This design comes from an exercise in tuning for small area, a short achievable clock period and few clock cycles on the open sky130 flow, not from production work. The RTL was checked by simulation tests, not by an equivalence proof against the original design.

==> design/flow/run.sh <==
#!/bin/bash
# synth_recipe.tcl (not shown) runs the flow's synth.tcl, then flattens the netlist and writes it again
# the make line also repeats each setting of config.mk as NAME=value (left out here)
make -C /OpenROAD-flow-scripts/flow DESIGN_CONFIG=/design/flow/config.mk WORK_HOME=/design/flow/orfs CLKGATE_MAP_FILE= SYNTH_SCRIPT=/design/flow/synth_recipe.tcl finish
==> design/flow/config.mk <==
export PLATFORM = sky130hd
export DESIGN_NAME = core
export DESIGN_NICKNAME = core
export VERILOG_FILES = /design/flow/design.v
export SDC_FILE = /design/flow/constraint.sdc
export NUM_CORES = 8
export LEC_CHECK = 0
export CAP_MARGIN = 20
export CORE_MARGIN = 2
export CORE_UTILIZATION = 35
export SLEW_MARGIN = 20
==> design/flow/constraint.sdc <==
create_clock -name core_clock -period 10.0 [get_ports {i_clk}]
set_input_delay 2.0000 -clock core_clock [delete_from_list [all_inputs] [get_ports {i_clk}]]
set_output_delay 2.0000 -clock core_clock [all_outputs]
set_load 0.01 [all_outputs]
==> design/flow/design.v <==
module inst_decoder #(
    parameter INST_W = 32
)(
    input  [INST_W-1:0] i_i_inst,
    output reg inst_type,
    output isBranch,
    output [4:0] s1,
    output [4:0] s2,
    output [4:0] s3,
    output signed [15:0] im,
    output [5:0] opcode
);
assign s1 = (inst_type) ? s3 : i_i_inst[15:11];
assign s2 = i_i_inst[25:21];
assign s3 = i_i_inst[20:16];
assign im = i_i_inst[15:0];
assign opcode = i_i_inst[31:26];
assign isBranch = (opcode[5:4] == 2'b01 || opcode[3:0] == 4'd10 || opcode[3:0] == 4'd11 || opcode[3:0] == 4'd15);
always @(*) begin
    case(opcode)
        6'd0, 6'd1, 6'd2, 6'd3, 6'd7, 6'd8, 6'd9, 6'd12, 6'd13, 6'd14: inst_type = 1'b0;  
        default: inst_type = 1'b1;
    endcase
end
endmodule
module registerFile #(
    parameter DATA_W = 32,
    parameter DEPTH  = 32
)(
    input i_clk,
	input i_rst_n,
    input we,  
    input [DATA_W-1:0] writeData_i,
    input [log2(DATA_W)-1:0] addr0,
    input [log2(DATA_W)-1:0] addr1,
    output [DATA_W-1:0] dataOut0,
    output [DATA_W-1:0] dataOut1
);
integer i;
reg [DATA_W-1:0] writeData;
reg [DATA_W-1:0] memory[0:DEPTH-1];
assign dataOut0 = (~we) ? memory[addr0] : 32'd0;
assign dataOut1 = (~we) ? memory[addr1] : 32'd0;
always @(*) begin
    if(we) begin  
        writeData = writeData_i;
    end else begin
        writeData = memory[addr0];
    end
end
always @(posedge i_clk or negedge i_rst_n) begin
    if(!i_rst_n) begin
        for(i = 0; i < DEPTH; i = i + 1) begin
            memory[i] <= 32'd0;
        end
    end else begin
        memory[addr0] <= writeData;
    end
end
function integer log2;
   input integer value;
   begin
     value = value-1;
     for (log2=0; value>0; log2=log2+1)
       value = value>>1;
   end
 endfunction
endmodule
module core #(                              
	parameter ADDR_W = 32,
	parameter INST_W = 32,
	parameter DATA_W = 32
)(
	input                   i_clk,
	input                   i_rst_n,
	output [ ADDR_W-1 : 0 ] o_i_addr,
	input  [ INST_W-1 : 0 ] i_i_inst,
	output                  o_d_we,
	output [ ADDR_W-1 : 0 ] o_d_addr,
	output [ DATA_W-1 : 0 ] o_d_wdata,
	input  [ DATA_W-1 : 0 ] i_d_rdata,
	output [        1 : 0 ] o_status,
	output                  o_status_valid
);
localparam IDLE     = 3'd0;
localparam FETCH    = 3'd1;
localparam EXEC     = 3'd2;
localparam DATA_MEM = 3'd3;
localparam PC_GEN   = 3'd4;
localparam NOP      = 3'd5;
localparam OP_ADD  = 6'd0;
localparam OP_SUB  = 6'd1;
localparam OP_ADDU = 6'd2;
localparam OP_SUBU = 6'd3;
localparam OP_ADDI = 6'd4;
localparam OP_LW   = 6'd5;
localparam OP_SW   = 6'd6;
localparam OP_AND  = 6'd7;
localparam OP_OR   = 6'd8;
localparam OP_XOR  = 6'd9;
localparam OP_BEQ  = 6'd10;
localparam OP_BNE  = 6'd11;
localparam OP_SLT  = 6'd12;
localparam OP_SLL  = 6'd13;
localparam OP_SRL  = 6'd14;
localparam OP_BLT  = 6'd15;
localparam OP_BGE  = 6'd16;
localparam OP_BLTU = 6'd17;
localparam OP_BGEU = 6'd18;
localparam OP_EOF  = 6'd19;
localparam R_TYPE_SUCCESS = 0;
localparam I_TYPE_SUCCESS = 1;
localparam MIPS_OVERFLOW  = 2;
localparam MIPS_END       = 3;
reg [2:0] ns, ps;
reg [1:0] cnt_r, cnt_w;
reg [ADDR_W-1:0] pc_w, pc_r;
wire inst_type;
wire isBranch;
wire [5:0] opcode;
wire [4:0] s1, s2, s3;
wire signed [15:0] im;
wire we;
wire [log2(DATA_W)-1:0] rf_addr0, rf_addr1;
wire [DATA_W-1:0] rf_writeData;
wire [DATA_W-1:0] rf_dataOut0, rf_dataOut1;
reg  we_w;
reg  [log2(DATA_W)-1:0] rf_addr0_w, rf_addr1_w;
reg  [DATA_W-1:0] rf_writeData_w;
reg  we_r;
reg  [log2(DATA_W)-1:0] rf_addr0_r, rf_addr1_r;
reg  [DATA_W-1:0] rf_writeData_r;
wire fetch_done;
wire exec_done;
wire jump_DM_state;
wire pc_gen_done;
wire eof_state;
wire branchJump;
wire [DATA_W-1:0] neg_add_in1;
wire signed [DATA_W:0] add_out;
reg  signed [DATA_W:0] add_in0_w, add_in1_w;
reg  signed [DATA_W:0] add_in0_r, add_in1_r;
wire compare_out;
wire equal;
reg  [DATA_W-1:0] compare_in0, compare_in1;
reg o_d_we_w;
reg [ADDR_W-1:0] o_d_addr_w;
reg [DATA_W-1:0] o_d_wdata_w;
reg [1:0] o_status_w;
reg o_status_valid_w;
wire overflow;
wire overflow_DM, overflow_IM;
reg  overflow_w, overflow_r;
inst_decoder #(
	.INST_W(INST_W)
)decoder (
	.i_i_inst(i_i_inst),
	.inst_type(inst_type),
	.s1(s1),
	.s2(s2),
	.s3(s3),
	.im(im),
	.opcode(opcode),
	.isBranch(isBranch)
);
registerFile #(
    .DATA_W(DATA_W),
    .DEPTH(32)
)RF(
	.i_clk(i_clk),
	.i_rst_n(i_rst_n),
	.we(we),  
	.addr0(rf_addr0),
	.addr1(rf_addr1),
	.writeData_i(rf_writeData),
	.dataOut0(rf_dataOut0),
	.dataOut1(rf_dataOut1)
);
assign we = we_r;
assign rf_addr0 = rf_addr0_r;
assign rf_addr1 = rf_addr1_r;
assign rf_writeData = rf_writeData_r;
assign fetch_done  = (cnt_r == 2'd1);
assign exec_done   = fetch_done;
assign pc_gen_done = fetch_done;
assign branchJump  = isBranch & fetch_done;
assign jump_DM_state = ((opcode == 6'd5 || opcode == 6'd6) && exec_done);
assign equal = (rf_dataOut0 == rf_dataOut1);
assign eof_state = (opcode == 6'd19);
assign o_d_addr  = o_d_addr_w;
assign o_d_wdata = o_d_wdata_w;
assign o_d_we    = o_d_we_w;
assign o_status  = o_status_w;
assign o_status_valid = o_status_valid_w;
assign overflow_DM = (|add_out[11:8])  | overflow_IM;
assign overflow_IM = |add_out[32:12];
assign overflow    = overflow_w | overflow_r;
always @(*) begin
	case(ps)
		IDLE: ns = FETCH;
		FETCH: begin
			case(1'b1)
				eof_state:  ns = NOP;
				branchJump: ns = PC_GEN;
				fetch_done: ns = EXEC;
				default:    ns = FETCH;
			endcase
		end
		EXEC: begin
			case(1'b1)
				jump_DM_state: ns = DATA_MEM;
				exec_done:     ns = PC_GEN;
				default:       ns = EXEC;
			endcase
		end
		DATA_MEM: ns = PC_GEN;
		PC_GEN:   begin
			case(1'b1)
				overflow:    ns = NOP;
				pc_gen_done: ns =FETCH;
				default:     ns = PC_GEN;
			endcase
		end
		NOP:      ns = NOP;
		default:  ns = IDLE;			
	endcase
end
always @(*) begin
	case(ps)
		FETCH, EXEC, PC_GEN:   cnt_w = (fetch_done) ? 2'd0 : cnt_r + 2'd1;
		default: cnt_w = 2'd0;
	endcase
end
assign o_i_addr = pc_r;
always @(*) begin
	if(ps == PC_GEN && pc_gen_done) begin
		pc_w = $unsigned(add_out[DATA_W-1:0]);
	end else begin
		pc_w = pc_r;
	end
end
always @(*) begin
	case(ps)
		FETCH: begin
			we_w = we_r;
			rf_writeData_w = rf_writeData_r;
			if(fetch_done) begin
				if(inst_type == 1'b1) begin  
					rf_addr0_w = s1;
					rf_addr1_w = s2;
				end else begin		    
						rf_addr0_w = s2;
						rf_addr1_w = s3;
				end
			end else begin
				rf_addr0_w = rf_addr0_r;
				rf_addr1_w = rf_addr0_r;
			end
		end
		EXEC: begin
			case(opcode)
				OP_ADD, OP_SUB, 
				OP_ADDU, OP_SUBU, OP_ADDI: rf_writeData_w = add_out[DATA_W-1:0];
				OP_AND:  rf_writeData_w = rf_dataOut0 & rf_dataOut1;
				OP_OR:   rf_writeData_w = rf_dataOut0 | rf_dataOut1;
				OP_XOR:  rf_writeData_w = rf_dataOut0 ^ rf_dataOut1;
				OP_SLL:  rf_writeData_w = rf_dataOut0 << rf_dataOut1;
				OP_SRL:  rf_writeData_w = rf_dataOut0 >> rf_dataOut1;
				OP_SLT:  rf_writeData_w = (compare_out) ? 32'd1 : 32'd0;
				default: rf_writeData_w = 32'd0;
			endcase
			rf_addr0_w = (exec_done) ? s1 : s2;
			rf_addr1_w = rf_addr1_r;
			if(exec_done && opcode != OP_SW && opcode != OP_LW && ~isBranch) begin
				we_w = 1'b1;
			end else begin
				we_w = 1'b0;
			end			
		end
		DATA_MEM: begin
			we_w = opcode[0];
			rf_addr0_w = s1;
			rf_addr1_w = rf_addr1_r;
			rf_writeData_w = i_d_rdata;
		end
		default: begin
			we_w = 1'b0;
			rf_addr0_w = rf_addr0_r;
			rf_addr1_w = rf_addr1_r;
			rf_writeData_w = rf_writeData_r;
		end
	endcase
end
assign neg_add_in1 = ~rf_dataOut1 + 1'b1;
assign add_out = $signed(add_in0_r) + $signed(add_in1_r);
always @(*) begin
	if(ps != PC_GEN) begin
		case(opcode)
			OP_ADD: begin
				add_in0_w = $signed(rf_dataOut0);
				add_in1_w = $signed(rf_dataOut1);
			end
			OP_SUB: begin
				add_in0_w = $signed(rf_dataOut0);
				add_in1_w = $signed(neg_add_in1);
			end
			OP_ADDU: begin
				add_in0_w = $signed({1'b0,rf_dataOut0});
				add_in1_w = $signed({1'b0,rf_dataOut1});
			end
			OP_SUBU: begin
				add_in0_w = $signed({1'b0,rf_dataOut0});
				add_in1_w = $signed({1'b0,neg_add_in1});
			end
			OP_ADDI, OP_LW, OP_SW: begin  
				add_in0_w = $signed(rf_dataOut1);
				add_in1_w = im;
			end
			default: begin
				add_in0_w = 32'd0;
				add_in1_w = 32'd0;
			end
		endcase
	end else begin
		case(opcode)
			OP_BEQ: begin
				add_in0_w = $signed({1'b0, pc_r});
				if(equal) begin
					add_in1_w = $signed({1'b0, im});
				end else begin
					add_in1_w = 32'sd4;
				end
			end
			OP_BNE: begin
				add_in0_w = $signed({1'b0, pc_r});
				if(equal) begin
					add_in1_w = 32'sd4;
				end else begin
					add_in1_w = $signed({1'b0, im});
				end
			end
			OP_BLT: begin
				add_in0_w = $signed(pc_r);
				if(compare_out) begin
					add_in1_w = $signed(im);
				end else begin
					add_in1_w = 32'sd4;
				end				
			end
			OP_BLTU: begin
				add_in0_w = $signed({1'b0, pc_r});
				if(compare_out) begin
					add_in1_w = $signed({1'b0, im});
				end else begin
					add_in1_w = 32'sd4;
				end		
			end
			OP_BGE: begin
				add_in0_w = $signed(pc_r);
				if(compare_out) begin
					add_in1_w = 32'sd4;
				end else begin
					add_in1_w = $signed(im);
				end							
			end
			OP_BGEU: begin
				add_in0_w = $signed({1'b0, pc_r});
				if(compare_out) begin
					add_in1_w = 32'sd4;
				end else begin
					add_in1_w = $signed({1'b0, im});
				end		
			end
			default: begin
				add_in0_w = $signed(pc_r);
				add_in1_w = 32'sd4;
			end
		endcase
	end
end
assign compare_out = ($signed(compare_in0) > $signed(compare_in1));
always @(*) begin
	compare_in0 = rf_dataOut1;
	compare_in1 = rf_dataOut0;
end
always @(*) begin
	o_d_we_w    = (ps == DATA_MEM && opcode == OP_SW) ? 1'b1 : 1'b0;
	o_d_addr_w  = add_out[DATA_W-1:0];
	o_d_wdata_w = rf_dataOut0;
end
always @(*) begin
	case(ps)
		PC_GEN: begin
			if(pc_gen_done) begin
				o_status_w = {1'b0, inst_type};
				o_status_valid_w = 1'b1;
			end else begin
				o_status_w = 2'd0;
				o_status_valid_w = 1'b0;
			end
		end
		NOP: begin
			o_status_valid_w = 1'b1;
			o_status_w = (overflow_r) ? 2'b10 : 2'b11;
		end
		default: begin
			o_status_w = 2'd0;
			o_status_valid_w = 1'b0;
		end
	endcase
end
always @(*) begin
	overflow_w = overflow_r;
	if(exec_done && ps == EXEC) begin
		case(opcode)
			OP_LW, OP_SW: overflow_w = overflow_DM;
			OP_ADD, OP_ADDI, OP_SUB: overflow_w = add_out[DATA_W] ^ add_out[DATA_W-1];
			OP_ADDU: overflow_w = add_out[DATA_W];
			OP_SUBU: overflow_w = ~add_out[DATA_W];
			default: overflow_w = overflow_r;
		endcase
	end else if(isBranch && ps == PC_GEN && pc_gen_done) begin
		overflow_w = overflow_IM;
	end 
end
always @(posedge i_clk or negedge i_rst_n) begin
	if(!i_rst_n) begin
		ps <= IDLE;
	end else begin
		ps <= ns;
	end
end
always @(posedge i_clk or negedge i_rst_n) begin
	if(!i_rst_n) begin
		cnt_r <= 2'd0;
	end else begin
		cnt_r <= cnt_w;
	end
end
always @(posedge i_clk or negedge i_rst_n) begin
	if(!i_rst_n) begin
		pc_r <= 32'd0;
	end else begin
		pc_r <= pc_w;
	end
end
always @(posedge i_clk or negedge i_rst_n) begin
	if(!i_rst_n) begin
		add_in0_r <= 33'd0;
		add_in1_r <= 33'd0;
	end else begin
		add_in0_r <= add_in0_w;
		add_in1_r <= add_in1_w;
	end
end
always @(posedge i_clk or negedge i_rst_n) begin
	if(!i_rst_n) begin
		we_r <= 1'b0;
		rf_addr0_r <= {log2(DATA_W){1'b0}};
		rf_addr1_r <= {log2(DATA_W){1'b0}};
		rf_writeData_r <= 32'd0;
	end else begin
		we_r <= we_w;
		rf_addr0_r <= rf_addr0_w;
		rf_addr1_r <= rf_addr1_w;
		rf_writeData_r <= rf_writeData_w;
	end
end
always @(posedge i_clk or negedge i_rst_n) begin
	if(!i_rst_n) begin
		overflow_r <= 1'b0;
	end else begin
		overflow_r <= overflow_w;
	end
end
function integer log2;
   input integer value;
   begin
     value = value-1;
     for (log2=0; value>0; log2=log2+1)
       value = value>>1;
   end
 endfunction
endmodule
==> run summary <==
## flip-flops by register name, indices dropped and copies added, names as in the netlist
signal	flops
we_r	1
ps	3
RF.memory	1024
add_in1_r	33
add_in0_r	33
pc_r	32
rf_writeData_r	32
overflow_r	1
cnt_r	2
rf_addr0_r	5
rf_addr1_r	5
## layer usage
metal	vias to the layer above	share of wire
met5	-	0.00051
met4	32	0.092
met3	1871	0.14
met2	6585	0.40
met1	35800	0.36
li1	29000	-
## area by class of cell
type,instances,area (um^2),share of cell area
antenna,24,60.1,0.000776
inverter,113,424,0.00548
clock buffer,187,3960,0.0512
clock inverter,69,975,0.0126
sequential,1171,29300,0.379
timing repair buffer,473,4120,0.0532
tap,2526,3160,0.0409
multi-input combinational,5949,35300,0.457
## Yosys cell counts, drive strengths merged, types with 44 or more instances
cell type  count
a2111oi      169
nand4        171
a221oi        80
o21ai        772
nor2         786
nor3          55
buf          155
a22o          49
nand3        338
clkbuf       615
nor4          44
nand2        937
a21oi        675
dfrtp       1171
a22oi        400
inv          113
a211oi        52
mux2i         60
and3         543
ha           127
xnor2         52
## worst max-delay path by stage
stage / start / to / slack, ns
3_3_place_gp: rf_addr0_r[2]$_DFFE_PN0P_ / add_in1_r[15]$_DFF_PN0_ / 2.16
2_1_floorplan: rf_addr0_r[4]$_DFFE_PN0P_ / add_in1_r[23]$_DFF_PN0_ / 4.62
5_1_grt: rf_addr1_r[0]$_DFFE_PN0P_ / add_in1_r[15]$_DFF_PN0_ / 1.48
3_5_place_dp: rf_addr1_r[0]$_DFFE_PN0P_ / add_in1_r[15]$_DFF_PN0_ / 1.89
6_report: rf_addr0_r[4]$_DFFE_PN0P_ / o_d_wdata[16] / 1.36
4_1_cts: rf_addr1_r[0]$_DFFE_PN0P_ / add_in1_r[15]$_DFF_PN0_ / 1.82
## kinds of logic (layout without fill, tap and decap cells)
logic type | Yosys count | count (layout) | share of synthesized area
muxes | 77 | 77 | 0.0117
adders and majority gates | 128 | 128 | 0.0239
DFF | 1171 | 1171 | 0.434
xor gates and xnor gates | 59 | 59 | 0.00766
AOI/OAI and AO/OA | 2607 | 2607 | 0.249
and+or+nand+nor | 3078 | 3078 | 0.220
buffers and inverters | 883 | 842 | 0.0537
other | 0 | 24 | 0
## per-stage QoR
stage	setup WS (ns)
2_1_floorplan	4.62
3_3_place_gp	2.16
3_5_place_dp	1.89
4_1_cts	1.82
5_1_grt	1.48
6_report	1.36
## worst max-delay path: cells and delay by family, from the launching register on
kind / cells / cell delay (ns)
buffers and inverters: 4 / 2.11
AO/OA/AOI/OAI: 2 / 1.87
flip-flops: 1 / 0.86
AND/OR/NAND/NOR: 3 / 0.79
==> qor.txt <==
Initial antenna violation count -> 38
Clock sinks -> 1171
DP Area -> 72300 um^2
Yosys top cell area share -> 0.434
DRT antenna net count -> 0
Initial Util -> 0.351
Min-delay src -> cnt_r[0]$_DFF_PN0_
# DRC -> 0
Syn Inst Count -> 8003
Status -> no timing/DRC/antenna violations
Root Buffer -> clkbuf_16
DR pass1 iterations -> 10
Worst Hold End -> cnt_r[0]$_DFF_PN0_
Setup crit start kind -> register
Sequential fraction of the synthesis area -> 0.434
CTS Buffer Depth -> 3
IO Port Bufs -> 165
Finished Cell Area -> 77400 um^2
Most common cell after layout, fill and taps aside -> dfrtp_1
Max-cap viol count -> 0
CP max stage cell -> o31ai_4
Global-route wire length before repair -> 590 mm
Fillers -> 19300
Fmax -> 0.116 GHz
Overall die width -> 443 um
Post-layout util -> 0.403
Unrepaired setup endpoints after global routing -> no
Clock latency on the worst-skew pair -> 0.88 ns
Syn avg cell area -> 8.43 um^2
WHS -> 0.470 ns
Overflow after GRT -> 0
Synth Flop Type -> dfrtp_1
Num CTS Buffers -> 142
Crit-path most repeated cell -> buf_4
Final critical-path required period -> 8.64 ns
Commonest cells after routing, fill and taps aside -> dfrtp_1, nand2_1, o21ai_0
Chip height -> 443 um
Total GRT Usage -> 0.431
# IOs -> 166
Dpl hpwl -> 296 mm
Syn nets -> 8197
Total Wirelength -> 436 mm
Via count -> 73300
Busiest metal layer after global routing -> met2
H-tree levels -> 4
Finished Layout Cells -> 10500
Nets -> 8044
Vias per cell -> 6.98
Synth-to-Final Area Change -> 14.7%
Crit path max fanout -> 61
Met3 GRT Util -> 0.164
Met1 GRT Util -> 0.534
Required time at the worst-slack endpoint -> 8.00 ns
Post-CTS Repair Setup Buffers -> 0
Largest cells by area after synthesis -> dfrtp_1, o21ai_0, nand2_1
Final Skew -> 0.0679 ns
Post-Place Cells -> 10200
Vias in the first global route -> 67400
Ys async rst share -> 1.00
Yosys warns -> 4
Reg2reg end -> add_in1_r[21]$_DFF_PN0_
Critical path class -> reg2out
Die area -> 196000 um^2
HP Class -> reg2reg
Cts hold-fix bufs -> 0
Setup crit end kind -> output pin
Worst slew pin tran -> 1.37 ns
Number of library cell types mapped by synthesis -> 113
Setup slack, reg-to-reg -> 1.53 ns
Final Hold Vio Count -> 0
Met2 GRT Util -> 0.609
R2R cell count -> 19
Core region area -> 192000 um^2
Final Cycle Share -> 0.864
# rows -> 161
Endpoint arrival time on the critical path -> 6.64 ns
Clock-pin slew on the worst setup and hold paths -> 0.06 ns
CTS resizes -> 0
Worst r2r src -> rf_addr1_r[0]$_DFFE_PN0P_
Setup TNS -> 0 ns
Final Max Tran Viols -> 0
Layout cells sized above 1 -> 0.103
Routability cong. -> 1.06
CP Cell Sequence -> buf_4 > nor2b_4 > buf_4 > and3_1 > a2111oi_0 > nand4_1 > o31ai_4 > inv_1 > clkdlybuf4s50_1
EDFF count, synth -> 0
Post-Syn Area -> 67500 um^2
WL per Instance -> 41.5 um
Slowest stage delay, CP -> 1.05 ns
Final setup vio count -> 0
Max_slew headroom -> 0.0828
TritonCTS clock tree -> yes
Top cell type by total area after synthesis -> dfrtp_1
Worst Hold Depth -> 1
Largest net degree at the start of global routing -> 150
FF+latch count, synth -> 1171
Number of DRC markers in iteration 0 -> 13400
Testbench counts, summed over its fixed seeds: cycles 849,074.

==> static timing again, ports no longer ideal <==
The results above use ideal ports. As a check the final layout listed here was re-extracted and re-timed, cells and wires unchanged. Step 1 (the two cells are an assumption about what drives the block):
set clk [get_ports {i_clk}]
set_driving_cell -lib_cell sky130_fd_sc_hd__clkbuf_16 $clk
set_driving_cell -lib_cell sky130_fd_sc_hd__buf_2 [delete_from_list [all_inputs] $clk]
Step 2 times the ports against the registers' clock, not the clock port: input delays grow and output delays shrink by t, the midpoint of the rising clock arrivals with the driver on. Slacks: no drivers / after step 1 / after step 2; pairs: no drivers / after step 1.
t, ns: 0.925
setup slack, ns: 1.355 / 1.268 / 1.530
worst hold slack (ns): 0.470 / 0.470 / 0.470
latest minus earliest clock arrival (ns): 0.075 / 0.075
After both steps this run still meets setup and hold. For this run, drivers alone change the setup slack by -0.087 ns; drivers and shift together by +0.175 ns.
